What follows belongs to an exercise in optimizing a design on an open flow for small area and a short achievable clock period; a production flow would make more cautious choices. At most, simulation tests tie the RTL to the original design; equivalence was not proved. Function not checked in runs 9 and 10: the RTL went through the layout flow alone. No run shown here takes its clock network from TritonCTS; it comes from the design's own scripts or RTL. The clock input has no modelled driver; a real chip could not lean on it and would need a root buffer or a full tree. Power figures rest on the tool's default switching activity, not on a simulated workload.

**design/flow/config.mk**
```make
export PLATFORM = sky130hd
export DESIGN_NAME = Kernel
export DESIGN_NICKNAME = Kernel
export VERILOG_FILES = /design/flow/design.v
export SDC_FILE = /design/flow/constraint.sdc
export NUM_CORES = 4
export LEC_CHECK = 0
export CAP_MARGIN = 20
export CORE_MARGIN = 2
export CORE_UTILIZATION = 65
export PLACE_DENSITY = 0.75
export SETUP_SLACK_MARGIN = 1.7
export SLEW_MARGIN = 20
```
**design/flow/constraint.sdc**
```tcl
create_clock -name core_clock -period 3.0 [get_ports {clk}]
set_input_delay 0.6000 -clock core_clock [delete_from_list [all_inputs] [get_ports {clk}]]
set_output_delay 0.6000 -clock core_clock [all_outputs]
set_load 0.01 [all_outputs]
```
**design/flow/design.v**
```verilog
module fa(input a, input b, input c, output s, output co);
    assign s  = a ^ b ^ c;
    assign co = (a & b) | (c & (a ^ b));
endmodule
module add2(input [1:0] a, input [1:0] b, input ci, output [1:0] s, output co);
    wire c0;
    fa f0 (.a(a[0]), .b(b[0]), .c(ci), .s(s[0]), .co(c0));
    fa f1 (.a(a[1]), .b(b[1]), .c(c0), .s(s[1]), .co(co));
endmodule
module Kernel(
    input  [7:0]  pixel_in,
    input         clk,
    input         rst_n,
    input         rst_clk,
    output [31:0] z_out,
    output        slow_clk_out
);
    reg [2:0] j;
    reg       j2;
    always @(posedge clk or negedge rst_clk) begin
        if (!rst_clk) j <= 3'b000;
        else          j <= {j[1], j[0], ~j2};
    end
    always @(posedge clk) j2 <= j[1] & rst_clk;
    assign slow_clk_out = j[2];
    wire c5_nx = j[0] & ~j[1];       
    reg  slot;                       
    always @(posedge clk) slot <= c5_nx;
    wire at_c1 = j[1] & ~j[0];       
    reg rst_seen, rst_prev;
    wire seen_nx = ~rst_n | (rst_seen & ~slot);
    wire prev_nx = slot ? rst_seen : rst_prev;
    wire kill_nx = seen_nx | (prev_nx & ~c5_nx);
    always @(posedge clk) begin
        rst_seen <= seen_nx;
        rst_prev <= prev_nx;
    end
    reg [3:0] n;                     
    always @(posedge clk) begin
        if (!rst_n)                  n <= 4'd0;
        else if (slot && n != 4'd13) n <= n + 4'd1;
    end
    wire v_lane = rst_n & ~j2 & (n >= 4'd6);
    wire v_reg  = rst_n & j2 & j[0] & (n >= 4'd7);
    wire w_lane = rst_n & ~j2 & (n >= 4'd12);
    wire w_reg  = rst_n & j2 & j[0] & (n >= 4'd13);
    reg [3:0] ev;
    reg [6:0] od;
    reg       x_lo;                  
    always @(posedge clk) begin
        if (slot) begin
            ev[3:1] <= {pixel_in[6], pixel_in[4], pixel_in[2]};
            od[6:4] <= {pixel_in[7], pixel_in[5], pixel_in[3]};
            od[2:0] <= 3'b000;
        end else begin
            ev[3:1] <= {1'b0, ev[3:2]};
            od[6:4] <= {1'b0, od[6:5]};
            od[2:0] <= od[3:1];
        end
        ev[0] <= slot ? pixel_in[0] : ev[1];
        od[3] <= slot ? pixel_in[1] : od[4];
        x_lo  <= od[3] & ~slot;
    end
    wire [1:0] x1 = {od[3], ev[0]};      
    wire [1:0] x2 = {ev[0], x_lo};       
    reg [70:1] lane;
    always @(posedge clk) lane <= {lane[69:1], j2 ? ev[0] : od[0]};
    reg [1:0] hb [1:12];                 
    integer k;
    always @(posedge clk) begin
        if (at_c1) begin
            hb[1] <= {od[5], ev[2]};
            for (k = 2; k <= 12; k = k + 1) hb[k] <= hb[k-1];
        end
    end
    reg [1:0] v, w;
    always @(posedge clk) begin
        v <= ({2{v_lane}} & {lane[30], lane[33]}) | ({2{v_reg}} & hb[6]);
        w <= ({2{w_lane}} & {lane[66], lane[69]}) | ({2{w_reg}} & hb[12]);
    end
    reg v_lo, w_lo;
    wire [1:0] v2 = {v[0], v_lo};
    wire [1:0] w2 = {w[0], w_lo};
    wire [1:0] r, s, q, s1, c1, t2in, z;
    wire       r_co, s_co, q_co, s1_co, c1_co, t2_co, z_co;
    reg        r_cy, s_cy, q_cy, s1_cy, c1_cy, t2_cy, z_cy;
    reg  [1:0] r_q, r_qq, s_q, q_q, s1_q;
    reg  [9:0] t3, t2;               
    add2 a_r  (.a(v),    .b(w2),   .ci(r_cy),  .s(r),    .co(r_co));
    add2 a_s  (.a(v2),   .b(w),    .ci(s_cy),  .s(s),    .co(s_co));
    add2 a_q  (.a(r_q),  .b(t2[9:8]), .ci(q_cy),  .s(q),    .co(q_co));
    add2 a_s1 (.a(s_q),  .b(t3[9:8]), .ci(s1_cy), .s(s1),   .co(s1_co));
    add2 a_c1 (.a(x2),   .b(r_qq), .ci(c1_cy), .s(c1),   .co(c1_co));
    add2 a_t2 (.a(x1),   .b(s1_q), .ci(t2_cy), .s(t2in), .co(t2_co));
    add2 a_z  (.a(x2),   .b(q_q),  .ci(z_cy),  .s(z),    .co(z_co));
    always @(posedge clk or negedge rst_n) begin
        if (!rst_n) begin
            v_lo <= 1'b0;  w_lo <= 1'b0;
            r_cy <= 1'b0;  s_cy <= 1'b0;  q_cy <= 1'b0;  s1_cy <= 1'b0;
            r_q  <= 2'b00; r_qq <= 2'b00; s_q <= 2'b00; q_q <= 2'b00; s1_q <= 2'b00;
        end else begin
            v_lo <= v[1];  w_lo <= w[1];
            r_cy <= r_co;  s_cy <= s_co;  q_cy <= q_co;  s1_cy <= s1_co;
            r_q  <= r;     r_qq <= r_q;   s_q <= s;      q_q <= q;      s1_q <= s1;
        end
    end
    always @(posedge clk) begin
        c1_cy <= c1_co;  t2_cy <= t2_co;  z_cy <= z_co;
        t3[7:0] <= {t3[5:0], c1};
        t3[9:8] <= t3[7:6] & {2{~kill_nx}};
        t2[7:0] <= {t2[5:0], t2in};
        t2[9:8] <= t2[7:6] & {2{~kill_nx}};
    end
    reg [9:0]  zs;      
    reg [11:0] zr;
    wire [1:0] ztop = {q_q[1] ^ (q_q[0] & z_cy), q_q[0] ^ z_cy};
    always @(posedge clk) begin
        zs <= {z, zs[9:2]};
        if (!rst_n)    zr <= 12'd0;
        else if (slot) zr <= rst_seen ? 12'd0 : {ztop, zs};
    end
    assign z_out = {20'd0, zr};
endmodule
```
**design/flow/flow/run.sh**
```bash
#!/bin/bash
# The standard layout (standard.sh), with these changes:
#  - clock tree: flow/cts8.tcl (PRE_CTS_TCL) replaces TritonCTS (see there);
#  - buf_2 port buffers; one tie cell for the constant outputs;
#  - after the standard synthesis, fixfa.py flips full adders that Yosys
#    built with inverted inputs and outputs back to true polarity (same
#    function, fewer inverters) and rebuilds each from two xor2 and a maj3,
#    which are faster; registers are untouched.
# make's output goes to flow_*.log here; each step's log is under orfs/logs.
set -euo pipefail
ARGS=(
  "PRE_CTS_TCL=$PWD/flow/cts8.tcl"
  "BUFFER_PORTS_ARGS=-buffer_cell sky130_fd_sc_hd__buf_2"
  SKIP_REPAIR_TIE_FANOUT=1
)
R=orfs/results/sky130hd/Kernel/base
bash standard.sh "${ARGS[@]}" synth > flow_synth.log 2>&1
python3 flow/fixfa.py --split $R/1_2_yosys.v $R/1_2_yosys_fixfa.v > fixfa.log 2>&1
cp $R/1_2_yosys.v $R/1_2_yosys_orig.v
mv $R/1_2_yosys_fixfa.v $R/1_2_yosys.v
bash standard.sh "${ARGS[@]}" finish > flow_finish.log 2>&1
```
**design/flow/flow/cts8.tcl**
```tcl
# Clock tree for this design, in place of TritonCTS (sourced as PRE_CTS_TCL,
# it replaces the clock_tree_synthesis command that cts.tcl calls next).
# Two levels: the clock port drives four clkbuf_8 (one per quarter of the
# flip-flops, split at the median x, then at the median y of each half); each
# drives two clkbuf_16 (its quarter split again at the median of its longer
# side), and each of those drives its flip-flops. Buffers sit at the centroid
# of what they drive. Every flip-flop is two buffers from the port. cts.tcl
# then legalizes the placement and repairs timing as usual.
rename clock_tree_synthesis my_tritoncts
proc cts8_split { pts } {
  # split a list of {x y iterm} in two halves along its longer side
  set xs [lsort -integer [lmap p $pts { lindex $p 0 }]]
  set ys [lsort -integer [lmap p $pts { lindex $p 1 }]]
  set dx [expr { [lindex $xs end] - [lindex $xs 0] }]
  set dy [expr { [lindex $ys end] - [lindex $ys 0] }]
  set idx [expr { $dx >= $dy ? 0 : 1 }]
  set pts [lsort -integer -index $idx $pts]
  set h [expr { [llength $pts] / 2 }]
  return [list [lrange $pts 0 [expr { $h - 1 }]] [lrange $pts $h end]]
}
proc cts8_centroid { pts } {
  set sx 0
  set sy 0
  foreach p $pts {
    incr sx [lindex $p 0]
    incr sy [lindex $p 1]
  }
  set k [llength $pts]
  return [list [expr { $sx / $k }] [expr { $sy / $k }]]
}
proc cts8_buffer { block master name innet pts } {
  set inst [odb::dbInst_create $block $master $name]
  set net [odb::dbNet_create $block "${name}_net"]
  $net setSigType CLOCK
  [$inst findITerm A] connect $innet
  [$inst findITerm X] connect $net
  set c [cts8_centroid $pts]
  $inst setLocation [lindex $c 0] [lindex $c 1]
  $inst setPlacementStatus PLACED
  return $net
}
proc clock_tree_synthesis { args } {
  set block [ord::get_db_block]
  set db [ord::get_db]
  set clk [$block findNet clk]
  set pts {}
  foreach it [$clk getITerms] {
    set loc [[$it getInst] getLocation]
    lappend pts [list [lindex $loc 0] [lindex $loc 1] $it]
  }
  puts "cts8: [llength $pts] clock sinks"
  set quarters {}
  foreach half [cts8_split $pts] {
    foreach q [cts8_split $half] { lappend quarters $q }
  }
  set m1 [$db findMaster sky130_fd_sc_hd__clkbuf_8]
  set m2 [$db findMaster sky130_fd_sc_hd__clkbuf_16]
  set g 0
  foreach q $quarters {
    set n1 [cts8_buffer $block $m1 "clkbuf_r$g" $clk $q]
    set l 0
    foreach leaf [cts8_split $q] {
      set n2 [cts8_buffer $block $m2 "clkbuf_l${g}_$l" $n1 $leaf]
      foreach p $leaf {
        set it [lindex $p 2]
        $it disconnect
        $it connect $n2
      }
      puts "cts8: clkbuf_l${g}_$l drives [llength $leaf] sinks"
      incr l
    }
    incr g
  }
  $clk setSigType CLOCK
  global_connect
  set_propagated_clock [all_clocks]
}
```
**design/flow/flow/fixfa.py**
```python
#!/usr/bin/env python3
"""Polarity clean-up of a Yosys netlist: Yosys's extract_fa often builds a full
adder from inverted inputs with inverted outputs (FA(~a,~b,~c) = ~FA(a,b,c)),
adding inverters around the fa cell. This script flips such adders back to
true polarity (the function of the netlist does not change): inputs driven by
inverters are connected to the inverters' inputs, carries between flipped adders
keep their nets, and each output's former consumers get the inverse it had:
an inverter load is removed (its loads move to the true net), any other load
gets a new inverter. Inverters left without loads are removed.
With --split, every full adder is then built from two xor2 and a maj3, which
are faster than the fa cell (same function).
usage: fixfa.py [--split] in.v out.v"""
import re, sys
from collections import defaultdict

split = '--split' in sys.argv
argv = [a for a in sys.argv if a != '--split']
src = open(argv[1]).read()
OUTP = {'X', 'Y', 'Q', 'Q_N', 'SUM', 'COUT', 'HI', 'LO'}
inst_re = re.compile(r'^(\s*)(sky130_fd_sc_hd__\w+)\s+(\S+)\s*\((.*?)\);[ \t]*\n', re.S | re.M)
pin_re = re.compile(r'\.(\w+)\(([^()]*)\)')

insts = []           # [type, name, [[pin, net], ...], indent]
pieces = []          # text pieces between instances
pos = 0
for m in inst_re.finditer(src):
    pieces.append(src[pos:m.start()])
    pins = [[p, n.strip()] for p, n in pin_re.findall(m.group(4))]
    insts.append([m.group(2), m.group(3), pins, m.group(1)])
    pos = m.end()
tail = src[pos:]
head = ''.join(pieces)

# nets that appear outside instances (ports, assigns) are left alone
fixed = set()
for line in (head + tail).splitlines():
    s = line.strip()
    if s.startswith('assign') or s.startswith('input') or s.startswith('output'):
        for tok in re.findall(r'\\\S+|[A-Za-z_][\w$]*(?:\[\d+\])?', s):
            fixed.add(tok)
            fixed.add(tok.split('[')[0])

def build():
    drv, loads = {}, defaultdict(list)
    for i, (t, n, pins, _) in enumerate(insts):
        for k, (p, net) in enumerate(pins):
            if p in OUTP:
                drv[net] = (i, k)
            else:
                loads[net].append((i, k))
    return drv, loads

def is_inv(i):
    return re.match(r'sky130_fd_sc_hd__(clk)?inv_\d+$', insts[i][0]) is not None

def pin(i, name):
    for p, net in insts[i][2]:
        if p == name:
            return net
    return None

def setpin(i, name, net):
    for pp in insts[i][2]:
        if pp[0] == name:
            pp[1] = net

drv, loads = build()
fas = [i for i, x in enumerate(insts) if re.match(r'sky130_fd_sc_hd__fa_\d+$', x[0])]

def src_kind(net):
    d = drv.get(net)
    if d is None or net in fixed:
        return None
    i, k = d
    if is_inv(i) and pin(i, 'A') not in fixed:
        return ('inv', i)
    if i in fas and insts[i][2][k][0] == 'COUT':
        return ('fa', i)
    return None

cand = set()
for f in fas:
    ks = [src_kind(pin(f, p)) for p in ('A', 'B', 'CIN')]
    if all(ks) and pin(f, 'SUM') not in fixed and pin(f, 'COUT') not in fixed:
        cand.add(f)
changed = True
while changed:
    changed = False
    for f in list(cand):
        for p in ('A', 'B', 'CIN'):
            k = src_kind(pin(f, p))
            if k[0] == 'fa' and k[1] not in cand:
                cand.discard(f); changed = True; break
# a flipped adder's carry may only feed other flipped adders' CIN or anything
# else (handled below), so no further condition is needed.

newid = [0]
def fresh(base):
    newid[0] += 1
    return '_fixfa_%s%d_' % (base, newid[0])

new_insts = []
new_wires = []
dead = set()
for f in sorted(cand):
    for p in ('A', 'B', 'CIN'):
        k = src_kind(pin(f, p))
        if k[0] == 'inv':
            setpin(f, p, pin(k[1], 'A'))
drv, loads = build()
for f in sorted(cand):
    for p in ('SUM', 'COUT'):
        o = pin(f, p)
        for (i, k) in list(loads.get(o, [])):
            if i in cand and insts[i][2][k][0] == 'CIN':
                continue
            if is_inv(i) and i not in dead and pin(i, 'Y') not in fixed:
                y = pin(i, 'Y')
                for (i2, k2) in list(loads.get(y, [])):
                    insts[i2][2][k2][1] = o
                dead.add(i)
            else:
                nn = fresh('n')
                new_wires.append(nn)
                insts[i][2][k][1] = nn
                new_insts.append(['sky130_fd_sc_hd__inv_1', fresh('i'), [['A', o], ['Y', nn]], '  '])
drv, loads = build()
# remove inverters with no loads
for i, x in enumerate(insts):
    if is_inv(i) and not loads.get(pin(i, 'Y')) and pin(i, 'Y') not in fixed:
        dead.add(i)

if split:
    for i, x in enumerate(insts):
        if i in dead or not re.match(r'sky130_fd_sc_hd__fa_\d+$', x[0]):
            continue
        a, b, c, so, co = (pin(i, p) for p in ('A', 'B', 'CIN', 'SUM', 'COUT'))
        p = fresh('p')
        new_wires.append(p)
        new_insts.append(['sky130_fd_sc_hd__xor2_1', fresh('x'), [['A', a], ['B', b], ['X', p]], x[3]])
        new_insts.append(['sky130_fd_sc_hd__xor2_1', fresh('x'), [['A', p], ['B', c], ['X', so]], x[3]])
        new_insts.append(['sky130_fd_sc_hd__maj3_1', fresh('m'), [['A', a], ['B', b], ['C', c], ['X', co]], x[3]])
        dead.add(i)

def fmt(x):
    t, n, pins, ind = x
    body = ',\n'.join('%s  .%s(%s)' % (ind, p, net + ' ' if net.startswith('\\') else net)
                       for p, net in pins)
    return '%s%s %s (\n%s\n%s);\n' % (ind, t, n, body, ind)

out = [pieces[0]]
for idx, x in enumerate(insts):
    if idx not in dead:
        out.append(fmt(x))
    if idx + 1 < len(pieces):
        out.append(pieces[idx + 1])
for x in new_insts:
    out.append(fmt(x))
out.append(tail)
text = ''.join(out)
if new_wires:
    decl = ''.join('  wire %s;\n' % w for w in new_wires)
    text = re.sub(r'(module\s+\w+\s*\([^;]*\);\n)', lambda m: m.group(1) + decl, text, count=1)
open(argv[2], 'w').write(text)
sys.stderr.write('fixfa: flipped %d of %d adders, removed %d inverters, added %d\n'
                 % (len(cand), len(fas), len(dead), len(new_insts)))
```
**design/flow/standard.sh**
```bash
#!/bin/bash
# synth_recipe.tcl (not shown) runs the flow's synth.tcl, then flattens the netlist and writes it again
# the make line also repeats each setting of config.mk as NAME=value (left out here)
make -C /OpenROAD-flow-scripts/flow DESIGN_CONFIG=/design/flow/config.mk WORK_HOME=/design/flow/orfs CLKGATE_MAP_FILE= SYNTH_SCRIPT=/design/flow/synth_recipe.tcl "${@:-finish}"
```
==> impl_metrics.ini, run 1 <==
[outcome]
status = timing/DRC/antenna clean

[die]
die_h_um = 93.5
pin_count = 44
core_area_sq_mm = 0.00773
dieArea_sq_mm = 0.00874
die_x_um = 93.5
core.rowCount = 32
start_util = 0.673

[detailed_routing]
routedWlPerCell_um = 14.4
wl_um = 6830
dr.pass1.iters = 4
dr.first_iter.drc_count = 114
route.detailed.drc = 0
antenna_left = 0
num_vias = 2371
vias_per_cell = 5.01

[cts]
cts.clk_slew.worst_paths_ps = 90
cts_hold_buf = 0
clk-insertion-delay-late_ps = 290

[power_and_ir_drop]
p_per_area_mw_per_mm2 = 710
p_switching_uw = 785
sequentialPowerShare = 0.664
pwr-share-clk = 0.303
ir_worst_vdd_uv = 506
p_sw_frac = 0.192
p_leak_uw = 0.00251
combPwrFrac = 0.034
p_int_uw = 3300

[setup_path]
cp_num_buf_inv = 1
cp.arrival_ps = 820
setup.worst_path.start_class = register
end_kind = output pin
slowest_stage = dfrtp_1
critPathMaxStageDelay_ps = 380
cp.required_ps = 2400
crit_type = register to output pin
crit_family = flip-flops
worstPathCellList = buf_2
critPathMaxFanout = 1

[sta]
post-route-period-util = 0.473
tns_ps = 0
finalHoldViolCount = 0
max_freq_mhz = 705
timing.final.ws_setup_ps = 1580
slew_viol_final = 0
grt_setup_unrepaired = true
period_needed_ps = 1420
final-setup-viol-count = 0
finalClockSkew_ps = 18.4

[run]
max_cap_viol_count = 0

[grt]
antenna_found_initial = 0
use_met1 = 0.236
grt_max_degree = 24
grt_pass1_wl_um = 11200
grt-busiest-layer = met2
grtUsageMet2 = 0.261
grt_pass1_vias = 2340
grt.total_usage = 0.160
grt.overflow.total = 0
grt_use_met3 = 0.0210

[layout]
drive_above_1_share = 0.232
top_regs = lane (69), hb (24), zr (12)
largest_reg_flops = 69
area_growth_pct = 10.5
finalNetCount = 389
utilization = 0.744
regMostFlops = lane
num_antenna_cells = 0

[place]
portBuffers = 23
gp_congestion = 0.776
place_worst_setup_slack_ps = 1340
dp_hpwl_um = 4190

[yosys]
syn-cell-area_sq_mm = 0.00520
synthCells = 349
syn_nets = 365
yosys_warnings = 2
syn_avg_cell_area_sq_um = 14.9

[min_path]
holdCritPathClass = primary input to async pin
==> timing repair <==
action / CTS / global route
endpoints found under the hold margin: 0 / 0
gates cloned: 1 / 0
buffers inserted: 4 / 6
resized for setup: 29 / 14
endpoints found under the setup margin: 41 / 27
==> cell usage in the layout (no fill, tap or decap), drive strengths merged, types with 3 or more instances in the layout <==
cell and count:
dfrtp 19, a21oi 4, nor2 16, a22o 4, a22oi 10, inv 8
and2 3, edfxtp 24, buf 34, dfxtp 138, nor2b 7, xor2 29
maj3 14, a211oi 6, nand2 14, ha 5, mux2 7, clkbuf 13
==> per-layer routing <==
layer	part of all wire	up-vias
met3	0.040	11
li1	-	1175
met5	0	-
met4	0.018	0
met2	0.46	44
met1	0.49	1141
==> metrics by stage <==
step                instance area [sq um]  power [uW]  std cells  hold slack, ps
finish                               5750        4080        473            84.9
global route                         5750        4240        473            77.8
CTS                                  5670        4120        467            85.9
detailed placement                   5270        2890        450             313
global placement                     5270        2880        450             310
floorplan                            5210        2860        349             304
==> power by group through the flow <==
stage,Clock [uW],Combinational (uW),Sequential (uW)
finish,1240,137,2710
detailed placement,0,126,2770
floorplan,0,117,2740
global placement,0,122,2760
CTS,1270,133,2720
global route,1350,155,2730
==> worst paths after layout <==
kind	from	end	cells past startpoint	slack (ps)
max reg2reg	x_lo	c1_cy	2	1740
min	rst_clk	j[0]	1	80
max	j[2]	slow_clk_out	1	1580
min in group core_clock	lane[18]	lane[19]	0	330
max in group asynchronous	rst_n	s1_q[0]	2	2560
min reg2reg	lane[18]	lane[19]	0	330
==> worst reg2reg max path, cell delays in order (launching register included) <==
cell	delay (ps)
dfxtp_1	380
maj3_1	410
maj3_1	360
==> area by class of cell <==
cell class	instances	area (sq um)
Fill cell	494	1980
Sequential cell	181	3980
Multi-Input combinational cell	135	1060
Tap cell	102	128
Buffer	12	255
Timing Repair Buffer	35	295
Inverter	8	30.0
==> run 2, diff against run 1 <==
==> design/flow/flow/run.sh (replaced) <==
#!/bin/bash
# The standard layout (standard.sh), with these changes:
#  - clock tree: flow/cts8.tcl (PRE_CTS_TCL) replaces TritonCTS (see there);
#  - buf_2 port buffers; one tie cell for the constant outputs;
#  - after the standard synthesis, fixfa.py flips full adders that Yosys
#    built with inverted inputs and outputs back to true polarity (same
#    function, fewer inverters); registers are untouched.
# make's output goes to flow_*.log here; each step's log is under orfs/logs.
set -euo pipefail
ARGS=(
  "PRE_CTS_TCL=$PWD/flow/cts8.tcl"
  "BUFFER_PORTS_ARGS=-buffer_cell sky130_fd_sc_hd__buf_2"
  SKIP_REPAIR_TIE_FANOUT=1
)
R=orfs/results/sky130hd/Kernel/base
bash standard.sh "${ARGS[@]}" synth > flow_synth.log 2>&1
python3 flow/fixfa.py $R/1_2_yosys.v $R/1_2_yosys_fixfa.v > fixfa.log 2>&1
cp $R/1_2_yosys.v $R/1_2_yosys_orig.v
mv $R/1_2_yosys_fixfa.v $R/1_2_yosys.v
bash standard.sh "${ARGS[@]}" finish > flow_finish.log 2>&1
--- a/design/flow/config.mk
+++ b/design/flow/config.mk
@@ -9,5 +9,5 @@
 export CORE_MARGIN = 2
 export CORE_UTILIZATION = 65
 export PLACE_DENSITY = 0.75
-export SETUP_SLACK_MARGIN = 1.7
+export SETUP_SLACK_MARGIN = 1.5
 export SLEW_MARGIN = 20
==> impl_metrics.ini, run 2 <==
[setup_path]
slowest_stage = fa_1
r2r-start = s1_cy
rrSetupSlack_ps = 1580
critPathMaxFanout = 1
crit_family = adder cells
cp.required_ps = 3150
cp_num_buf_inv = 0
crit_path_end = s1_q[1]
worstSetupStartpoint = s1_cy
worst-path-stages = 2
cp.arrival_ps = 1570
setup.worst_path.start_class = register
end_kind = register
crit_type = register to register
worstPathCellList = fa_2 -> fa_1
worstRegToRegCells = 2
critPathMaxStageDelay_ps = 490
r2r_end = s1_q[1]

[sta]
post-route-period-util = 0.475
max_freq_mhz = 702
grt_setup_unrepaired = true
finalClockSkew_ps = 12.6
tns_ps = 0
timing.final.ws_setup_ps = 1580
slew_viol_final = 0
final-setup-viol-count = 0
finalHoldViolCount = 0
period_needed_ps = 1420

[layout]
top_regs = lane (69), hb (24), zr (12)
final_common_cell = dfxtp_1
regMostFlops = lane
drive_above_1_share = 0.160
layout_common_cells = dfxtp_1 (138), edfxtp_1 (24), buf_2 (22), dfrtp_1 (19), nor2_1 (16)
largest_reg_flops = 69
num_antenna_cells = 0
area_growth_pct = 6.41
finalNetCount = 364

[place]
gp_congestion = 0.779
dp_hpwl_um = 3990
portBuffers = 23
place_worst_setup_slack_ps = 1180

[grt]
grt_pass1_vias = 2159
grt.total_usage = 0.149
grt_max_degree = 28
grt_pass1_wl_um = 10400
grt.overflow.total = 0
antenna_found_initial = 0

[yosys]
yosys_warnings = 2
syn-cell-area_sq_mm = 0.00510
syn_nets = 351
syn_avg_cell_area_sq_um = 15.9
synthCells = 321

[detailed_routing]
dr.first_iter.drc_count = 86
num_vias = 2128
antenna_left = 0
route.detailed.drc = 0
dr.pass1.iters = 4
routedWlPerCell_um = 14.1
wl_um = 6140
vias_per_cell = 4.90

[die]
core_area_sq_mm = 0.00765
start_util = 0.667
dieArea_sq_mm = 0.00857
core.rowCount = 32
pin_count = 44
die_x_um = 92.6
die_h_um = 92.6

[power_and_ir_drop]
p_per_area_mw_per_mm2 = 746
p_leak_uw = 0.00229
p_total_uw = 4050
ir_worst_vdd_uv = 548

[cts]
clk-insertion-delay-late_ps = 290
cts.clk_slew.worst_paths_ps = 80
postCtsSetupBuffers = 0

[min_path]
holdCritPathClass = primary input to async pin

[outcome]
status = timing/DRC/antenna clean

[run]
max_cap_viol_count = 0
-- run 2: power breakdown --
group | switching (uW) | internal [uW] | total (uW)
Combinational | 73.7 | 43.9 | 118
Sequential | 69.5 | 2640 | 2710
Clock | 622 | 599 | 1220
Total | 765 | 3280 | 4050
-- run 2: final cells by class --
class                           count  area, sq um
Sequential cell                   181         3960
Fill cell                         508         2220
Multi-Input combinational cell    106          920
Buffer                             12          255
Timing Repair Buffer               25          133
Tap cell                          102          128
Inverter                            8         30.0
-- run 2: worst register-to-register path, stage by stage, from the launching register on --
cell	delay, ps
dfrtp_1	400
fa_2	400
fa_1	490
-- run 2: what timing repair did --
action / in CTS / in global routing
hold buffers: 0 / 0
gates resized for setup: 1 / 1
setup endpoints to repair: 1 / 1
pin swaps: 0 / 2
-- run 2: per-stage QoR --
step | instances | hold slack [ps] | util | cell area [sq um]
after global placement | 422 | 310 | 0.675 | 5160
after CTS | 434 | 98.1 | 0.709 | 5420
after detailed placement | 422 | 312 | 0.675 | 5160
after floorplan | 321 | 304 | - | 5100
after global routing | 434 | 95.7 | 0.709 | 5420
final | 434 | 101 | 0.709 | 5420
-- run 2: worst min path at each step --
stage	end
2_1_floorplan	j[0]
3_3_place_gp	lane[68]
3_5_place_dp	lane[10]
4_1_cts	j[2]
5_1_grt	j[2]
6_report	j[2]
-- run 2: per-layer routing --
metal  share of wire  vias to the layer above  GRT usage
met4           0.027                        0     0.0373
met2            0.45                       30      0.229
li1                -                     1055          -
met1            0.50                     1027      0.237
met3           0.030                       16     0.0106
met5               0                        -          0
==> run 3, diff against run 2 <==
--- a/design/flow/config.mk
+++ b/design/flow/config.mk
@@ -9,5 +9,5 @@
 export CORE_MARGIN = 2
 export CORE_UTILIZATION = 65
 export PLACE_DENSITY = 0.75
-export SETUP_SLACK_MARGIN = 1.5
+export SETUP_SLACK_MARGIN = 1.65
 export SLEW_MARGIN = 20
==> impl_metrics.ini, run 3 <==
[layout]
area_growth_pct = 9.40
num_antenna_cells = 0
top_regs = lane (69), hb (24), zr (12)
drive_above_1_share = 0.236
finalNetCount = 367
final_common_cell = dfxtp_1
regMostFlops = lane
layout_common_cells = dfxtp_1 (123), edfxtp_1 (24), dfrtp_1 (18), nor2_1 (16), dfxtp_2 (14)
fillers = 472
final_cells = 437
largest_reg_flops = 69

[grt]
grt_pass1_wl_um = 10100
antenna_found_initial = 0
grt_use_met3 = 0.0195
grtUsageMet2 = 0.249
grt.total_usage = 0.149
grt_max_degree = 28
grt.overflow.total = 0
grt-busiest-layer = met2
grt_pass1_vias = 2106
use_met1 = 0.213

[sta]
slew_viol_final = 0
period_needed_ps = 1390
grt_setup_unrepaired = true
post-route-period-util = 0.462
final-setup-viol-count = 0
finalClockSkew_ps = 10.7
max_freq_mhz = 721
tns_ps = 0
finalHoldViolCount = 0

[power_and_ir_drop]
ir_worst_vdd_uv = 660
p_per_area_mw_per_mm2 = 729
p_leak_uw = 0.00231

[die]
dieArea_sq_mm = 0.00857
core.rowCount = 32
pin_count = 44
die_x_um = 92.6
die_h_um = 92.6
core_area_sq_mm = 0.00765
start_util = 0.667

[outcome]
status = timing/DRC/antenna clean

[detailed_routing]
dr.pass1.iters = 4
num_vias = 2180
antenna_left = 0
wl_um = 6450
routedWlPerCell_um = 14.8
dr.first_iter.drc_count = 69
route.detailed.drc = 0
vias_per_cell = 4.99

[yosys]
yosys_warnings = 2
syn-cell-area_sq_mm = 0.00510
syn_nets = 351
syn_avg_cell_area_sq_um = 15.9
synthCells = 321

[place]
dp_hpwl_um = 3990
portBuffers = 23
gp_congestion = 0.744
placedCellCount = 421

[setup_path]
setup.worst_path.start_class = register
cp.arrival_ps = 1540
crit_family = adder cells
end_kind = register
crit_type = register to register
slowest_stage = fa_1
cp_num_buf_inv = 0
critPathMaxStageDelay_ps = 460
cp.required_ps = 3160
critPathMaxFanout = 2
worstPathCellList = fa_2 -> fa_1

[min_path]
holdCritPathClass = primary input to async pin

[cts]
cts.clk_slew.worst_paths_ps = 80
clk-insertion-delay-late_ps = 290
cts_hold_buf = 0

[run]
max_cap_viol_count = 0
-- run 3: timing repair --
action                                 4_1_cts  5_1_grt
endpoints found under the hold margin        0        0
buffers inserted                             1        2
pin swaps                                    1        3
gates cloned                                 1        0
setup endpoints to repair                   55       26
resized for setup                           18       21
-- run 3: final cells by class --
class                           count  area [sq um]  area share
Buffer                             12           255      0.0458
Inverter                            8          30.0     0.00538
Sequential cell                   181          3980       0.714
Timing Repair Buffer               27           226      0.0406
Multi-Input combinational cell    107           956       0.171
Tap cell                          102           128      0.0229
-- run 3: report_power, final --
part	leakage, uW	switching [uW]	internal [uW]
Clock	0.000127	630	600
Combinational	0.000563	73.0	48.6
Sequential	0.00162	73.4	2640
-- run 3: metrics by stage --
| stage | hold WS, ps | total power (uW) | utilization | instance area, sq um | setup slack [ps] |
|---|---|---|---|---|---|
| floorplan | 304 | 2840 | - | 5110 | 1660 |
| global placement | 312 | 2870 | 0.675 | 5160 | 1230 |
| detailed placement | 312 | 2880 | 0.675 | 5160 | 1180 |
| CTS | 91.7 | 4100 | 0.716 | 5480 | 1600 |
| global route | 90.8 | 4210 | 0.729 | 5580 | 1580 |
| finish | 99.6 | 4070 | 0.729 | 5580 | 1610 |
-- run 3: path summary, 6_finish.rpt --
check | slack, ps | startpoint | cells past startpoint | end
max | 1610 | r_q[0] | 2 | q_q[1]
min reg2reg | 330 | lane[23] | 0 | lane[24]
max in group asynchronous | 2570 | rst_n | 1 | r_cy
max reg2reg | 1610 | r_q[0] | 2 | q_q[1]
min | 100 | rst_clk | 1 | j[1]
min in group core_clock | 330 | lane[23] | 0 | lane[24]
-- run 3: metal layers --
metal  part of all wire  wire length [um]
met1               0.45              2930
met2               0.48              3120
met3              0.044               284
met4              0.020               126
met5                  0                 0
==> run 4, diff against run 3 <==
--- a/design/flow/config.mk
+++ b/design/flow/config.mk
@@ -7,7 +7,7 @@
 export LEC_CHECK = 0
 export CAP_MARGIN = 20
 export CORE_MARGIN = 2
-export CORE_UTILIZATION = 65
-export PLACE_DENSITY = 0.75
-export SETUP_SLACK_MARGIN = 1.65
+export CORE_UTILIZATION = 78
+export PLACE_DENSITY = 0.88
+export SETUP_SLACK_MARGIN = 1.6
 export SLEW_MARGIN = 20
==> impl_metrics.ini, run 4 <==
[outcome]
status = timing/DRC/antenna clean

[min_path]
holdCritPathClass = primary input to async pin

[detailed_routing]
wl_um = 7770
vias_per_cell = 5.48
route.detailed.drc = 0
antenna_left = 0
routedWlPerCell_um = 19.0
num_vias = 2245
dr.pass1.iters = 4
dr.first_iter.drc_count = 83

[run]
max_cap_viol_count = 0

[layout]
num_antenna_cells = 0
largest_reg_flops = 69
regMostFlops = lane
drive_above_1_share = 0.186
final_cells = 410
finalNetCount = 365
final_common_cell = dfxtp_1
area_growth_pct = 6.60
layout_common_cells = dfxtp_1 (134), edfxtp_1 (24), buf_2 (22), dfrtp_1 (19), nor2_1 (16)
top_regs = lane (69), hb (24), zr (12)

[setup_path]
critPathMaxStageDelay_ps = 360
cp.arrival_ps = 800
critPathMaxFanout = 2
cp.required_ps = 2400
end_kind = output pin
slowest_stage = dfxtp_1
setup.worst_path.start_class = register
worstPathCellList = buf_2
crit_family = flip-flops
cp_num_buf_inv = 1
crit_type = register to output pin

[sta]
finalClockSkew_ps = 9.79
timing.final.ws_setup_ps = 1600
max_freq_mhz = 717
final-setup-viol-count = 0
finalHoldViolCount = 0
tns_ps = 0
holdWs_ps = 93.5
slew_viol_final = 0
period_needed_ps = 1400
grt_setup_unrepaired = true
post-route-period-util = 0.465

[die]
pin_count = 44
die_h_um = 84.8
core.rowCount = 29
core_area_sq_mm = 0.00635
start_util = 0.803
die_x_um = 84.8
dieArea_sq_mm = 0.00720

[power_and_ir_drop]
pwr-share-clk = 0.306
ir_worst_vdd_uv = 749
p_switching_uw = 816
p_leak_uw = 0.00229
p_per_area_mw_per_mm2 = 755
p_int_uw = 3290
sequentialPowerShare = 0.664
p_sw_frac = 0.199
combPwrFrac = 0.030

[yosys]
yosys_warnings = 2
syn-cell-area_sq_mm = 0.00510
syn_nets = 351
syn_avg_cell_area_sq_um = 15.9
synthCells = 321

[grt]
grt_pass1_vias = 2354
grt_pass1_wl_um = 12200
antenna_found_initial = 0
grt.total_usage = 0.221
grt_max_degree = 28
grt.overflow.total = 0

[cts]
cts.clk_slew.worst_paths_ps = 90
clk-insertion-delay-late_ps = 290

[place]
gp_congestion = 0.755
place_worst_setup_slack_ps = 1170
portBuffers = 23
placedCellCount = 396
dp_hpwl_um = 4200
-- run 4: power groups by stage --
| stage | logic [uW] | clock network, uW | registers (uW) |
|---|---|---|---|
| after detailed placement | 117 | 0 | 2770 |
| after global placement | 110 | 0 | 2760 |
| after global routing | 138 | 1350 | 2740 |
| after CTS | 124 | 1260 | 2730 |
| final | 125 | 1250 | 2720 |
| after floorplan | 104 | 0 | 2740 |
-- run 4: metrics by stage --
stage	power, uW	area, sq um	util
global placement	2870	5130	0.808
global route	4230	5430	0.856
detailed placement	2880	5130	0.808
floorplan	2840	5100	-
CTS	4110	5410	0.852
finish	4100	5430	0.856
-- run 4: final cells by class --
class	count	area [sq um]
flip-flops and latches	181	3970
multi-input cells	107	953
inverters	8	30.0
fillers	258	916
well taps	77	96.3
plain buffers	12	255
repair buffers	25	133
-- run 4: worst paths after layout --
path	depth (start not counted)	from	to	slack (ps)
worst min register to register	0	lane[23]	lane[24]	330
worst max-delay path	1	zr[1]	z_out[1]	1600
worst min-delay path	1	rst_clk	j[2]	90
max in group asynchronous	1	rst_n	s_q[1]	2550
worst max register to register	2	q_q[0]	zs[9]	1620
min in group core_clock	0	lane[23]	lane[24]	330
-- run 4: metal layers --
layer / global-route usage / routed length (um)
met4: 0.0664 / 262
met3: 0.0204 / 295
met5: 0 / 0
met2: 0.374 / 3790
met1: 0.314 / 3430
-- run 4: what timing repair did --
action,4_1_cts,5_1_grt
endpoints found under the setup margin,46,19
gates cloned,1,0
hold buffers,0,0
setup buffers,0,1
resized for setup,6,7
pin swaps,3,2
==> run 5, diff against run 4 <==
--- a/design/flow/config.mk
+++ b/design/flow/config.mk
@@ -7,7 +7,7 @@
 export LEC_CHECK = 0
 export CAP_MARGIN = 20
 export CORE_MARGIN = 2
-export CORE_UTILIZATION = 78
-export PLACE_DENSITY = 0.88
+export CORE_UTILIZATION = 55
+export PLACE_DENSITY = 0.65
 export SETUP_SLACK_MARGIN = 1.6
 export SLEW_MARGIN = 20
==> impl_metrics.ini, run 5 <==
[layout]
largest_reg_flops = 69
final_common_cell = dfxtp_1
layout_common_cells = dfxtp_1 (133), edfxtp_1 (24), buf_2 (22), dfrtp_1 (19), nor2_1 (16)
drive_above_1_share = 0.185
num_antenna_cells = 0
top_regs = lane (69), hb (24), zr (12)
area_growth_pct = 7.58
final_area_sq_mm = 0.00548
finalNetCount = 367
regMostFlops = lane

[cts]
cts_hold_buf = 0
clk-insertion-delay-late_ps = 290
cts.clk_slew.worst_paths_ps = 80

[detailed_routing]
num_vias = 2123
routedWlPerCell_um = 14.2
vias_per_cell = 4.76
antenna_left = 0
wl_um = 6330
route.detailed.drc = 0
dr.first_iter.drc_count = 47
dr.pass1.iters = 4

[grt]
grt.overflow.total = 0
grt_pass1_vias = 2154
grt_max_degree = 28
grt_pass1_wl_um = 10400
grt.total_usage = 0.127
antenna_found_initial = 0

[sta]
finalHoldViolCount = 0
slew_viol_final = 0
max_freq_mhz = 730
period_needed_ps = 1370
grt_setup_unrepaired = false
tns_ps = 0
final-setup-viol-count = 0
finalClockSkew_ps = 15.1
post-route-period-util = 0.457
holdWs_ps = 96.6

[die]
core.rowCount = 35
core_area_sq_mm = 0.00911
die_h_um = 100
start_util = 0.560
dieArea_sq_mm = 0.0101
die_x_um = 100
pin_count = 44

[outcome]
status = timing/DRC/antenna clean

[setup_path]
setup.worst_path.start_class = register
crit_family = flip-flops
cp.arrival_ps = 770
critPathMaxFanout = 1
cp.required_ps = 2400
slowest_stage = dfrtp_1
crit_type = register to output pin
worstPathCellList = buf_2
cp_num_buf_inv = 1
end_kind = output pin
critPathMaxStageDelay_ps = 360

[place]
dpl_cell_area_sq_mm = 0.00517
gp_congestion = 0.782
portBuffers = 23
dp_hpwl_um = 3970

[power_and_ir_drop]
p_total_uw = 4070
ir_worst_vdd_uv = 713
p_per_area_mw_per_mm2 = 742
p_leak_uw = 0.00231

[yosys]
syn_nets = 351
yosys_warnings = 2
synthCells = 321
syn_avg_cell_area_sq_um = 15.9
syn-cell-area_sq_mm = 0.00510

[min_path]
holdCritPathClass = primary input to async pin

[run]
max_cap_viol_count = 0
run 5: final cells by class:
class | count | area [sq um]
timing repair buffer | 27 | 151
tap | 111 | 139
fill | 696 | 3620
sequential | 181 | 3970
multi-input combinational | 107 | 941
inverter | 8 | 30.0
buffer | 12 | 255
run 5: power breakdown:
part	switching, uW	internal [uW]
logic	75.0	48.7
clock network	630	600
registers	72.7	2640
total	778	3290
run 5: per-layer routing:
layer | routed length (um) | vias up | GRT usage
met5 | 0 | - | 0
met4 | 131 | 0 | 0.0232
met3 | 231 | 11 | 0.0167
met2 | 2760 | 41 | 0.196
met1 | 3210 | 1017 | 0.195
li1 | - | 1054 | -
run 5: worst reg2reg max path, delay by kind of cell (launching register included):
family,cells,cell delay (ps)
DFF,1,390
adders and majority gates,2,850
run 5: metrics by stage:
step,setup WS [ps],cells,util
2_1_floorplan,1640,321,-
6_report,1630,446,0.602
3_5_place_dp,1130,430,0.568
3_3_place_gp,1220,430,0.568
4_1_cts,1600,444,0.598
5_1_grt,1600,446,0.602
run 5: path summary, 6_finish.rpt:
kind	cells after the start	startpoint	slack [ps]	end
setup / recovery	1	j[2]	1630	slow_clk_out
max in group asynchronous	1	rst_n	2570	r_qq[1]
setup reg to reg	2	s_q[0]	1630	s1_q[1]
hold reg to reg	0	lane[66]	320	lane[67]
min in group core_clock	0	lane[66]	320	lane[67]
hold / removal	1	rst_clk	100	j[2]
run 5: timing repair:
action / CTS / global route
pin swaps: 0 / 0
gates resized for setup: 2 / 9
endpoints found under the hold margin: 0 / 0
setup endpoints to repair: 32 / 21
setup buffers: 1 / 2
cloned: 1 / 0
==> run 6, diff against run 5 <==
==> design/flow/config.mk (replaced) <==
export PLATFORM = sky130hd
export DESIGN_NAME = Kernel
export DESIGN_NICKNAME = Kernel
export VERILOG_FILES = /design/flow/design.v
export SDC_FILE = /design/flow/constraint.sdc
export NUM_CORES = 4
export LEC_CHECK = 0
export ABC_AREA = 1
export CAP_MARGIN = 20
export CORE_MARGIN = 2
export CORE_UTILIZATION = 65
export PLACE_DENSITY = 0.75
export SETUP_SLACK_MARGIN = 1.6
export SLEW_MARGIN = 20
==> impl_metrics.ini, run 6 <==
[sta]
tns_ps = 0
slew_viol_final = 0
finalHoldViolCount = 0
period_needed_ps = 1400
holdWs_ps = 100
finalClockSkew_ps = 10.5
post-route-period-util = 0.467
max_freq_mhz = 714
grt_setup_unrepaired = true
final-setup-viol-count = 0

[yosys]
syn-cell-area_sq_mm = 0.00518
yosys_warnings = 2
syn_nets = 404
syn_avg_cell_area_sq_um = 13.9
synthCells = 374

[detailed_routing]
dr.pass1.iters = 4
route.detailed.drc = 0
wl_um = 6730
routedWlPerCell_um = 13.7
dr.first_iter.drc_count = 95
antenna_left = 0
vias_per_cell = 4.76
num_vias = 2330

[place]
gp_congestion = 0.794
dp_hpwl_um = 4160
portBuffers = 23

[power_and_ir_drop]
pwr-share-clk = 0.305
ir_worst_vdd_uv = 741
combPwrFrac = 0.030
p_switching_uw = 793
p_sw_frac = 0.195
p_per_area_mw_per_mm2 = 731
sequentialPowerShare = 0.666
p_int_uw = 3270
p_leak_uw = 0.00239

[layout]
regMostFlops = lane
largest_reg_flops = 69
top_regs = lane (69), hb (24), zr (12)
area_growth_pct = 7.29
layout_common_cells = dfxtp_1 (133), nand2_1 (55), inv_1 (26), edfxtp_1 (24), buf_2 (22)
finalNetCount = 420
final_common_cell = dfxtp_1
drive_above_1_share = 0.209
num_antenna_cells = 0

[setup_path]
end_kind = output pin
r2r-start = r_q[0]
slowest_stage = dfrtp_1
crit_type = register to output pin
cp_num_buf_inv = 1
worstRegToRegCells = 2
setup.worst_path.start_class = register
rrSetupSlack_ps = 1640
critPathMaxFanout = 1
r2r_end = q_q[1]
cp.arrival_ps = 800
critPathMaxStageDelay_ps = 380
crit_family = flip-flops
worstPathCellList = buf_2
cp.required_ps = 2400

[die]
core_area_sq_mm = 0.00773
die_h_um = 93.3
die_x_um = 93.3
start_util = 0.670
core.rowCount = 32
pin_count = 44
dieArea_sq_mm = 0.00870

[grt]
grt_pass1_vias = 2307
grt_pass1_wl_um = 11000
grt_max_degree = 25
grt.overflow.total = 0
antenna_found_initial = 0
grt.total_usage = 0.156

[cts]
clk-insertion-delay-late_ps = 290
cts.clk_slew.worst_paths_ps = 80

[run]
max_cap_viol_count = 0

[min_path]
holdCritPathClass = primary input to async pin

[outcome]
status = timing/DRC/antenna clean
run 6: power by group through the flow:
stage,Combinational [uW],Sequential [uW],Clock [uW]
2_1_floorplan,102,2730,0
3_3_place_gp,107,2750,0
3_5_place_dp,110,2760,0
4_1_cts,113,2710,1260
5_1_grt,140,2720,1340
6_report,121,2700,1240
run 6: what timing repair did:
item,4_1_cts,5_1_grt
setup buffers,2,2
endpoints found under the setup margin,24,41
resized for setup,5,11
hold buffers,0,0
pin swaps,2,2
gates cloned,0,1
run 6: through the flow:
stage	utilization	area (sq um)	total power [uW]	cells	worst slack [ps]
after detailed placement	0.677	5230	2870	473	1150
final	0.719	5560	4060	490	1600
after global placement	0.677	5230	2860	473	1230
after CTS	0.714	5510	4080	487	1580
after floorplan	-	5190	2830	374	1640
after global routing	0.719	5560	4210	490	1560
run 6: how the worst max path moves through the flow:
stage,startpoint,end,slack (ps),depth (start not counted)
after CTS,ev[0],t2[1],1580,2
final,j[2],slow_clk_out,1600,1
after global placement,rst_n,v[0],1230,7
after global routing,j[2],slow_clk_out,1560,1
after detailed placement,rst_n,t2[8],1150,5
after floorplan,r_q[0],q_q[1],1640,2
run 6: final cells by class:
class                      count  area, sq um
fill                         497         2170
tap                          102          128
inverter                      30          118
multi-input combinational    138          941
timing repair buffer          27          148
sequential                   181         3970
buffer                        12          255
run 6: routing by layer:
layer / up-vias / global-route usage / wire (um)
met4: 0 / 0.0257 / 78
met3: 8 / 0.0185 / 241
met5: - / 0 / 0
met1: 1120 / 0.237 / 3210
met2: 46 / 0.251 / 3200
li1: 1156 / - / -
==> run 7, diff against run 6 <==
--- a/design/flow/config.mk
+++ b/design/flow/config.mk
@@ -5,7 +5,6 @@
 export SDC_FILE = /design/flow/constraint.sdc
 export NUM_CORES = 4
 export LEC_CHECK = 0
-export ABC_AREA = 1
 export CAP_MARGIN = 20
 export CORE_MARGIN = 2
 export CORE_UTILIZATION = 65
==> impl_metrics.ini, run 7 <==
[setup_path]
critPathMaxFanout = 1
slowest_stage = dfrtp_1
cp.arrival_ps = 760
end_kind = output pin
cp.required_ps = 2400
critPathMaxStageDelay_ps = 360
crit_type = register to output pin
worstRegToRegCells = 2
crit_family = flip-flops
cp_num_buf_inv = 1
worst-path-stages = 1
worstPathCellList = buf_2
setup.worst_path.start_class = register

[die]
dieArea_sq_mm = 0.00857
pin_count = 44
start_util = 0.667
core.rowCount = 32
die_x_um = 92.6
core_area_sq_mm = 0.00765
die_h_um = 92.6

[sta]
grt_setup_unrepaired = false
timing.final.ws_setup_ps = 1640
finalClockSkew_ps = 10.5
final-setup-viol-count = 0
finalHoldViolCount = 0
holdWs_ps = 107
tns_ps = 0
period_needed_ps = 1360
max_freq_mhz = 734
slew_viol_final = 0
post-route-period-util = 0.454

[grt]
grt_pass1_wl_um = 10400
grt_pass1_vias = 2254
grt_max_degree = 28
antenna_found_initial = 0
grt.overflow.total = 0
grt.total_usage = 0.150

[power_and_ir_drop]
p_leak_uw = 0.00229
p_per_area_mw_per_mm2 = 741
p_total_uw = 4050
ir_worst_vdd_uv = 779

[layout]
area_growth_pct = 7.36
top_regs = lane (69), hb (24), zr (12)
regMostFlops = lane
num_antenna_cells = 0
utilization = 0.716
final_common_cell = dfxtp_1
finalNetCount = 365
largest_reg_flops = 69
drive_above_1_share = 0.192
layout_common_cells = dfxtp_1 (133), edfxtp_1 (24), buf_2 (22), dfrtp_1 (19), nor2_1 (16)

[place]
gp_congestion = 0.734
place_worst_setup_slack_ps = 1100
portBuffers = 23
dp_hpwl_um = 3950

[yosys]
synthCells = 321
syn-cell-area_sq_mm = 0.00510
syn_avg_cell_area_sq_um = 15.9
yosys_warnings = 2
syn_nets = 351

[cts]
clk-insertion-delay-late_ps = 290
cts_hold_buf = 0
cts.clk_slew.worst_paths_ps = 80

[detailed_routing]
dr.pass1.iters = 4
wl_um = 6290
vias_per_cell = 4.95
antenna_left = 0
num_vias = 2155
routedWlPerCell_um = 14.4
route.detailed.drc = 0
dr.first_iter.drc_count = 86

[min_path]
holdCritPathClass = primary input to async pin

[outcome]
status = timing/DRC/antenna clean

[run]
max_cap_viol_count = 0
## run 7: repair_timing
action                                  CTS  global route
setup buffers                             0             2
gates resized for setup                   5            11
endpoints found under the setup margin   31            40
gates cloned                              0             1
## run 7: power breakdown
group / internal, uW / switching [uW] / total, uW / leakage (uW)
Sequential: 2640 / 79.9 / 2720 / 0.00162
Combinational: 45.7 / 67.3 / 113 / 0.000544
Clock: 599 / 622 / 1220 / 0.000127
## run 7: area by class of cell
| type | instances | area [sq um] |
|---|---|---|
| sequential | 181 | 3970 |
| fill | 475 | 2170 |
| multi-input combinational | 107 | 953 |
| buffer | 12 | 255 |
| timing repair buffer | 25 | 133 |
| tap | 102 | 128 |
| inverter | 8 | 33.8 |
## run 7: per-stage QoR
| step | std cells | cell area [sq um] |
|---|---|---|
| floorplan | 321 | 5100 |
| global placement | 420 | 5150 |
| detailed placement | 420 | 5150 |
| CTS | 432 | 5420 |
| global route | 435 | 5470 |
| finish | 435 | 5470 |
## run 7: final timing paths
kind | startpoint | to | slack [ps]
max | j[2] | slow_clk_out | 1640
min | rst_clk | j[0] | 110
max reg2reg | r_q[0] | q_q[1] | 1640
min reg2reg | lane[35] | lane[36] | 330
max in group asynchronous | rst_n | s_q[0] | 2530
min in group core_clock | lane[35] | lane[36] | 330
## run 7: metal layers
layer	vias up	GRT usage	routed length (um)
li1	1063	-	-
met1	1050	0.220	3010
met2	31	0.245	2940
met3	11	0.0203	222
met4	0	0.0323	115
met5	-	0	0
==> run 8, diff against run 7 <==
--- a/design/flow/flow/run.sh
+++ b/design/flow/flow/run.sh
@@ -14,7 +14,7 @@
 )
 R=orfs/results/sky130hd/Kernel/base
 bash standard.sh "${ARGS[@]}" synth > flow_synth.log 2>&1
-python3 flow/fixfa.py $R/1_2_yosys.v $R/1_2_yosys_fixfa.v > fixfa.log 2>&1
+python3 flow/fixfa.py --split $R/1_2_yosys.v $R/1_2_yosys_fixfa.v > fixfa.log 2>&1
 cp $R/1_2_yosys.v $R/1_2_yosys_orig.v
 mv $R/1_2_yosys_fixfa.v $R/1_2_yosys.v
 bash standard.sh "${ARGS[@]}" finish > flow_finish.log 2>&1
==> impl_metrics.ini, run 8 <==
[outcome]
status = timing/DRC/antenna clean

[setup_path]
rrSetupSlack_ps = 1650
crit_type = register to output pin
cp.arrival_ps = 820
critPathMaxFanout = 1
worstSetupStartpoint = j[2]
critPathMaxStageDelay_ps = 380
worstRegToRegCells = 2
worst-path-stages = 1
worstPathCellList = buf_2
crit_family = flip-flops
slowest_stage = dfrtp_1
r2r_end = t2_cy
r2r-start = ev[0]
end_kind = output pin
setup.worst_path.start_class = register
cp_num_buf_inv = 1
cp.required_ps = 2400

[detailed_routing]
vias_per_cell = 5.03
antenna_left = 0
num_vias = 2327
wl_um = 6640
routedWlPerCell_um = 14.3
dr.first_iter.drc_count = 111
dr.pass1.iters = 4
route.detailed.drc = 0

[power_and_ir_drop]
pwr-share-clk = 0.303
p_per_area_mw_per_mm2 = 734
p_int_uw = 3290
p_sw_frac = 0.192
ir_worst_vdd_uv = 536
combPwrFrac = 0.031
p_leak_uw = 0.00242
p_switching_uw = 783
sequentialPowerShare = 0.665

[sta]
slew_viol_final = 0
slew-limit-headroom = 0.661
final-setup-viol-count = 0
timing.final.ws_setup_ps = 1580
period_needed_ps = 1420
tightest_slew_ps = 508
post-route-period-util = 0.473
finalHoldViolCount = 0
tns_ps = 0
max_freq_mhz = 704
finalClockSkew_ps = 18.3
grt_setup_unrepaired = true

[run]
max_cap_viol_count = 0

[die]
die_h_um = 93.5
core_area_sq_mm = 0.00773
pin_count = 44
dieArea_sq_mm = 0.00874
die_x_um = 93.5
start_util = 0.673
core.rowCount = 32

[place]
dp_hpwl_um = 4190
portBuffers = 23
gp_congestion = 0.776
place_worst_setup_slack_ps = 1340

[grt]
grt_max_degree = 24
antenna_found_initial = 0
grt_pass1_vias = 2281
grt.overflow.total = 0
grt-busiest-layer = met2
grtUsageMet2 = 0.246
use_met1 = 0.237
grt_use_met3 = 0.0210
grt_pass1_wl_um = 11000
grt.total_usage = 0.156

[cts]
clk-insertion-delay-late_ps = 290
postCtsSetupBuffers = 0
cts_hold_buf = 0
cts.clk_slew.worst_paths_ps = 90

[layout]
drive_above_1_share = 0.163
num_antenna_cells = 0
top_regs = lane (69), hb (24), zr (12)
regMostFlops = lane
final_common_cell = dfxtp_1
area_growth_pct = 6.76
finalNetCount = 379
layout_common_cells = dfxtp_1 (132), xor2_1 (29), edfxtp_1 (24), buf_2 (23), dfrtp_1 (19)
largest_reg_flops = 69

[yosys]
synthCells = 349
syn-cell-area_sq_mm = 0.00520
yosys_warnings = 2
syn_avg_cell_area_sq_um = 14.9
syn_nets = 365

[min_path]
holdCritPathClass = primary input to async pin
-- run 8: timing repair --
item | 4_1_cts | 5_1_grt
pin swaps | 0 | 0
endpoints found under the setup margin | 25 | 8
gates resized for setup | 1 | 7
gates cloned | 1 | 0
-- run 8: final cells by class --
cell class	instances	area, sq um
tap	102	128
multi-input combinational	135	1040
fill	512	2170
inverter	8	30.0
sequential	181	3970
timing repair buffer	25	134
buffer	12	255
-- run 8: worst max-delay path by stage --
stage,endpoint,slack (ps)
after CTS,slow_clk_out,1570
after detailed placement,w[0],1340
after global placement,w[1],1390
after floorplan,q_cy,1770
after global routing,slow_clk_out,1550
final,slow_clk_out,1580
-- run 8: per-stage QoR --
| stage | instances | utilization | area (sq um) | hold WS (ps) | total power (uW) |
|---|---|---|---|---|---|
| after detailed placement | 450 | 0.682 | 5270 | 313 | 2890 |
| after CTS | 463 | 0.717 | 5540 | 85.9 | 4110 |
| after global routing | 463 | 0.719 | 5550 | 77.8 | 4230 |
| after floorplan | 349 | - | 5210 | 304 | 2860 |
| after global placement | 450 | 0.682 | 5270 | 310 | 2880 |
| final | 463 | 0.719 | 5550 | 84.4 | 4080 |
-- run 8: power groups by stage --
stage / Clock, uW / Combinational (uW) / Sequential (uW)
6_report: 1240 / 128 / 2710
5_1_grt: 1350 / 145 / 2730
4_1_cts: 1270 / 129 / 2710
3_5_place_dp: 0 / 126 / 2770
3_3_place_gp: 0 / 122 / 2760
2_1_floorplan: 0 / 117 / 2740
-- run 8: per-layer routing --
metal,share of wire,up-vias
met3,0.049,11
li1,-,1151
met5,0,-
met4,0.019,0
met1,0.50,1124
met2,0.44,41
==> run 9, diff against run 8 <==
--- a/design/flow/design.v
+++ b/design/flow/design.v
@@ -46,7 +46,6 @@
     wire w_reg  = rst_n & j2 & j[0] & (n >= 4'd13);
     reg [3:0] ev;
     reg [6:0] od;
-    reg       x_lo;                  
     always @(posedge clk) begin
         if (slot) begin
             ev[3:1] <= {pixel_in[6], pixel_in[4], pixel_in[2]};
@@ -59,10 +58,9 @@
         end
         ev[0] <= slot ? pixel_in[0] : ev[1];
         od[3] <= slot ? pixel_in[1] : od[4];
-        x_lo  <= od[3] & ~slot;
     end
     wire [1:0] x1 = {od[3], ev[0]};      
-    wire [1:0] x2 = {ev[0], x_lo};       
+    wire [1:0] x2 = {ev[0], od[2]};      
     reg [70:1] lane;
     always @(posedge clk) lane <= {lane[69:1], j2 ? ev[0] : od[0]};
     reg [1:0] hb [1:12];                 
--- a/design/flow/flow/run.sh
+++ b/design/flow/flow/run.sh
@@ -14,7 +14,7 @@
 )
 R=orfs/results/sky130hd/Kernel/base
 bash standard.sh "${ARGS[@]}" synth > flow_synth.log 2>&1
-python3 flow/fixfa.py --split $R/1_2_yosys.v $R/1_2_yosys_fixfa.v > fixfa.log 2>&1
+python3 flow/fixfa.py $R/1_2_yosys.v $R/1_2_yosys_fixfa.v > fixfa.log 2>&1
 cp $R/1_2_yosys.v $R/1_2_yosys_orig.v
 mv $R/1_2_yosys_fixfa.v $R/1_2_yosys.v
 bash standard.sh "${ARGS[@]}" finish > flow_finish.log 2>&1
==> impl_metrics.ini, run 9 <==
[outcome]
status = timing/DRC/antenna clean

[place]
place_worst_setup_slack_ps = 1190
gp_congestion = 0.759
portBuffers = 23
dp_hpwl_um = 3830

[detailed_routing]
route.detailed.drc = 0
routedWlPerCell_um = 13.8
dr.first_iter.drc_count = 78
antenna_left = 0
dr.pass1.iters = 4
vias_per_cell = 4.93
wl_um = 5990
num_vias = 2144

[cts]
clk-insertion-delay-late_ps = 290
cts.clk_slew.worst_paths_ps = 90

[setup_path]
cp.required_ps = 3170
crit_family = adder cells
setup.worst_path.start_class = register
cp.arrival_ps = 1540
critPathMaxFanout = 4
cp_num_buf_inv = 0
critPathMaxStageDelay_ps = 440
end_kind = register
crit_type = register to register
slowest_stage = fa_1
path_common_cell = fa_1
worstPathCellList = fa_1 -> fa_1

[layout]
largest_reg_flops = 69
area_growth_pct = 7.36
final_common_cell = dfxtp_1
finalNetCount = 365
num_antenna_cells = 0
regMostFlops = lane
utilization = 0.711
drive_above_1_share = 0.192
layout_common_cells = dfxtp_1 (132), edfxtp_1 (24), buf_2 (22), dfrtp_1 (19), nor2_1 (16)
top_regs = lane (69), hb (24), zr (12)

[die]
pin_count = 44
start_util = 0.662
dieArea_sq_mm = 0.00852
die_h_um = 92.3
core.rowCount = 32
core_area_sq_mm = 0.00765
die_x_um = 92.3

[sta]
post-route-period-util = 0.460
max_freq_mhz = 725
grt_setup_unrepaired = false
final-setup-viol-count = 0
finalHoldViolCount = 0
timing.final.ws_setup_ps = 1620
tns_ps = 0
period_needed_ps = 1380
finalClockSkew_ps = 15.0
slew_viol_final = 0

[grt]
grt_pass1_vias = 2105
antenna_found_initial = 0
grt.overflow.total = 0
grt_max_degree = 28
grt.total_usage = 0.142
grt_pass1_wl_um = 9830

[yosys]
syn_avg_cell_area_sq_um = 15.8
yosys_warnings = 2
syn-cell-area_sq_mm = 0.00507
syn_nets = 350
synthCells = 320

[power_and_ir_drop]
ir_worst_vdd_uv = 618
p_per_area_mw_per_mm2 = 742
p_total_uw = 4040
p_leak_uw = 0.00228

[run]
max_cap_viol_count = 0

[min_path]
holdCritPathClass = primary input to async pin
==> run 9: layout make-up <==
type | instances | area [sq um]
Buffer | 12 | 255
Tap cell | 102 | 128
Inverter | 9 | 33.8
Timing Repair Buffer | 26 | 140
Sequential cell | 180 | 3950
Multi-Input combinational cell | 106 | 937
Fill cell | 509 | 2210
==> run 9: per-layer routing <==
metal  global-route usage  routed length (um)  vias to the layer above
li1                     -                   -                     1056
met1                0.212                2930                     1035
met2                0.231                2700                       38
met3               0.0148                 227                       15
met4               0.0336                 125                        0
met5                    0                   0                        -
==> run 9: worst register-to-register path, cell delays in order, from the launching register on <==
cell and delay [ps]:
dfxtp_2 380, fa_1 440, fa_1 430
==> run 9: repair_timing <==
action,4_1_cts,5_1_grt
setup buffers,2,0
cloned,0,1
hold buffers,0,0
resized for setup,7,7
pin swaps,0,1
setup endpoints to repair,19,36
==> run 9: power breakdown <==
part	switching [uW]	internal, uW
clock	627	600
sequential	66.5	2630
combinational	70.3	45.9
total	764	3270
==> run 9: final timing paths <==
| path | start | to | slack, ps | cells past startpoint |
|---|---|---|---|---|
| setup / recovery | ev[0] | t2[1] | 1620 | 2 |
| hold / removal | rst_clk | j[2] | 90 | 1 |
| setup reg to reg | ev[0] | t2[1] | 1620 | 2 |
| hold reg to reg | lane[28] | lane[29] | 320 | 0 |
| max in group asynchronous | rst_n | q_cy | 2560 | 1 |
| min in group core_clock | lane[28] | lane[29] | 320 | 0 |
==> run 9: per-stage QoR <==
step / area (sq um) / hold WS [ps] / std cells
2_1_floorplan: 5070 / 304 / 320
3_3_place_gp: 5130 / 309 / 420
3_5_place_dp: 5130 / 312 / 420
4_1_cts: 5410 / 91.7 / 434
5_1_grt: 5440 / 88.0 / 435
6_report: 5440 / 93.9 / 435
==> run 10, diff against run 9 <==
--- a/design/flow/config.mk
+++ b/design/flow/config.mk
@@ -7,7 +7,7 @@
 export LEC_CHECK = 0
 export CAP_MARGIN = 20
 export CORE_MARGIN = 2
-export CORE_UTILIZATION = 65
-export PLACE_DENSITY = 0.75
-export SETUP_SLACK_MARGIN = 1.6
+export CORE_UTILIZATION = 62
+export PLACE_DENSITY = 0.72
+export SETUP_SLACK_MARGIN = 1.58
 export SLEW_MARGIN = 20
==> impl_metrics.ini, run 10 <==
[setup_path]
slowest_stage = dfrtp_1
critPathMaxFanout = 1
cp.arrival_ps = 790
crit_family = flip-flops
cp.required_ps = 2400
setup.worst_path.start_class = register
end_kind = output pin
cp_num_buf_inv = 1
worstPathCellList = buf_2
critPathMaxStageDelay_ps = 370
crit_type = register to output pin

[detailed_routing]
num_vias = 2129
dr.first_iter.drc_count = 69
antenna_left = 0
route.detailed.drc = 0
dr.pass1.iters = 4
vias_per_cell = 4.88
wl_um = 6010
routedWlPerCell_um = 13.8

[grt]
grt.total_usage = 0.139
antenna_found_initial = 0
grt_pass1_vias = 1991
grt_max_degree = 25
grt_pass1_wl_um = 9780
grt.overflow.total = 0

[layout]
drive_above_1_share = 0.177
top_regs = lane (69), hb (24), zr (12)
num_antenna_cells = 0
utilization = 0.696
regMostFlops = lane
area_growth_pct = 7.26
layout_common_cells = dfxtp_1 (135), edfxtp_1 (24), buf_2 (23), dfrtp_1 (19), nor2_1 (16)
largest_reg_flops = 69
finalNetCount = 366
final_common_cell = dfxtp_1

[sta]
finalClockSkew_ps = 8.01
timing.final.ws_setup_ps = 1610
tns_ps = 0
tightest_slew_ps = 602
slew_viol_final = 0
max_freq_mhz = 720
post-route-period-util = 0.463
grt_setup_unrepaired = true
final-setup-viol-count = 0
finalHoldViolCount = 0
slew-limit-headroom = 0.597
period_needed_ps = 1390

[power_and_ir_drop]
combPwrFrac = 0.030
p_per_area_mw_per_mm2 = 742
p_sw_frac = 0.188
sequentialPowerShare = 0.667
p_int_uw = 3270
pwr-share-clk = 0.303
p_leak_uw = 0.00228
ir_worst_vdd_uv = 529
p_switching_uw = 759

[die]
start_util = 0.649
die_h_um = 94.4
die_x_um = 94.4
pin_count = 44
core_area_sq_mm = 0.00781
dieArea_sq_mm = 0.00891
core.rowCount = 32

[outcome]
status = timing/DRC/antenna clean

[yosys]
syn_avg_cell_area_sq_um = 15.8
yosys_warnings = 2
syn_nets = 350
syn-cell-area_sq_mm = 0.00507
synthCells = 320

[place]
gp_congestion = 0.743
portBuffers = 23
dp_hpwl_um = 3770
place_worst_setup_slack_ps = 1390

[run]
max_cap_viol_count = 0

[cts]
cts.clk_slew.worst_paths_ps = 80
clk-insertion-delay-late_ps = 280

[min_path]
holdCritPathClass = primary input to async pin
==> run 10: changes by cell type in the layout (fill, tap and decap cells not counted) <==
| cell | delta |
|---|---|
| buf_2 | +1 |
| buf_4 | -1 |
| buf_6 | +1 |
| dfxtp_1 | +3 |
| dfxtp_2 | -4 |
| dfxtp_4 | +1 |
| fa_1 | +3 |
| fa_2 | -3 |
| nor2b_2 | +1 |
| nor2b_4 | -1 |
==> run 10: cell type report <==
class / count / area [sq um]
repair buffers: 27 / 149
inverters: 9 / 33.8
fillers: 520 / 2370
flip-flops and latches: 180 / 3940
plain buffers: 12 / 255
multi-input cells: 106 / 925
well taps: 102 / 128
==> run 10: stage by stage <==
stage | power (uW) | cell area (sq um) | cells | hold WS [ps]
after floorplan | 2830 | 5070 | 320 | 304
after global placement | 2850 | 5130 | 421 | 310
after detailed placement | 2860 | 5130 | 421 | 312
after CTS | 4060 | 5400 | 434 | 96.8
after global routing | 4180 | 5430 | 436 | 95.0
final | 4030 | 5430 | 436 | 99.1
==> run 10: final timing paths <==
check                               end  slack (ps)  cells past startpoint  startpoint
min reg2reg                    lane[20]         320                      0    lane[19]
max in group asynchronous        r_q[0]        2510                      2       rst_n
max                        slow_clk_out        1610                      1        j[2]
max reg2reg                       t3[1]        1630                      2     r_qq[0]
min in group core_clock        lane[20]         320                      0    lane[19]
min                                j[0]         100                      1     rst_clk
==> run 10: timing repair <==
action | in CTS | in global routing
endpoints found under the setup margin | 13 | 36
pin swaps | 0 | 0
hold buffers | 0 | 0
gates cloned | 0 | 1
resized for setup | 3 | 5
setup buffers | 1 | 1
==> run 10: power by group through the flow <==
stage / combinational [uW] / clock (uW) / sequential [uW]
global route: 138 / 1330 / 2710
CTS: 114 / 1250 / 2700
detailed placement: 113 / 0 / 2750
finish: 121 / 1220 / 2690
global placement: 110 / 0 / 2740
floorplan: 104 / 0 / 2720
==> run 10: metal layers <==
layer,track usage,up-vias,wire (um)
met5,0,-,0
met4,0.0302,0,125
met3,0.0160,7,230
met2,0.208,27,2650
met1,0.224,1039,3000
li1,-,1056,-

static timing again, ports no longer ideal:
In the flow no input, the clock included, has a driving cell. The finished layouts below were timed again as built, in two steps. Step 1 sets driving cells, clkbuf_16 on the clock port and buf_2 on the other inputs (assumed; they add their load-dependent delay and slew). Step 2, shift: input delay + t, output delay - t, t = (earliest + latest rising clock arrival at the registers) / 2. This alone moves slack from input paths to output paths. Slacks: ideal / step 1 / step 2; pairs: ideal / step 1.
run | t, ns | slack for setup (ns) | worst data-port slew with drivers (ns) | pins driven straight from the clock port
run 1 | 0.342 | 1.581 / 1.523 / 1.480 | 0.04 | 4
run 2 | 0.336 | 1.576 / 1.562 / 1.466 | 0.04 | 4
run 3 | 0.338 | 1.613 / 1.578 / 1.435 | 0.03 | 4
run 4 | 0.344 | 1.605 / 1.543 / 1.428 | 0.05 | 4
run 5 | 0.341 | 1.630 / 1.569 / 1.459 | 0.03 | 4
run 6 | 0.339 | 1.599 / 1.541 / 1.476 | 0.03 | 4
run 7 | 0.341 | 1.637 / 1.577 / 1.366 | 0.03 | 4
run 8 | 0.342 | 1.580 / 1.523 / 1.402 | 0.04 | 4
run 9 | 0.335 | 1.621 / 1.574 / 1.465 | 0.03 | 4
run 10 | 0.343 | 1.611 / 1.547 / 1.453 | 0.04 | 4
After both steps every run listed still meets setup and hold. The setup slack of run 7, which loses most, moves by -0.060 ns with the drivers and by -0.271 ns with both steps.
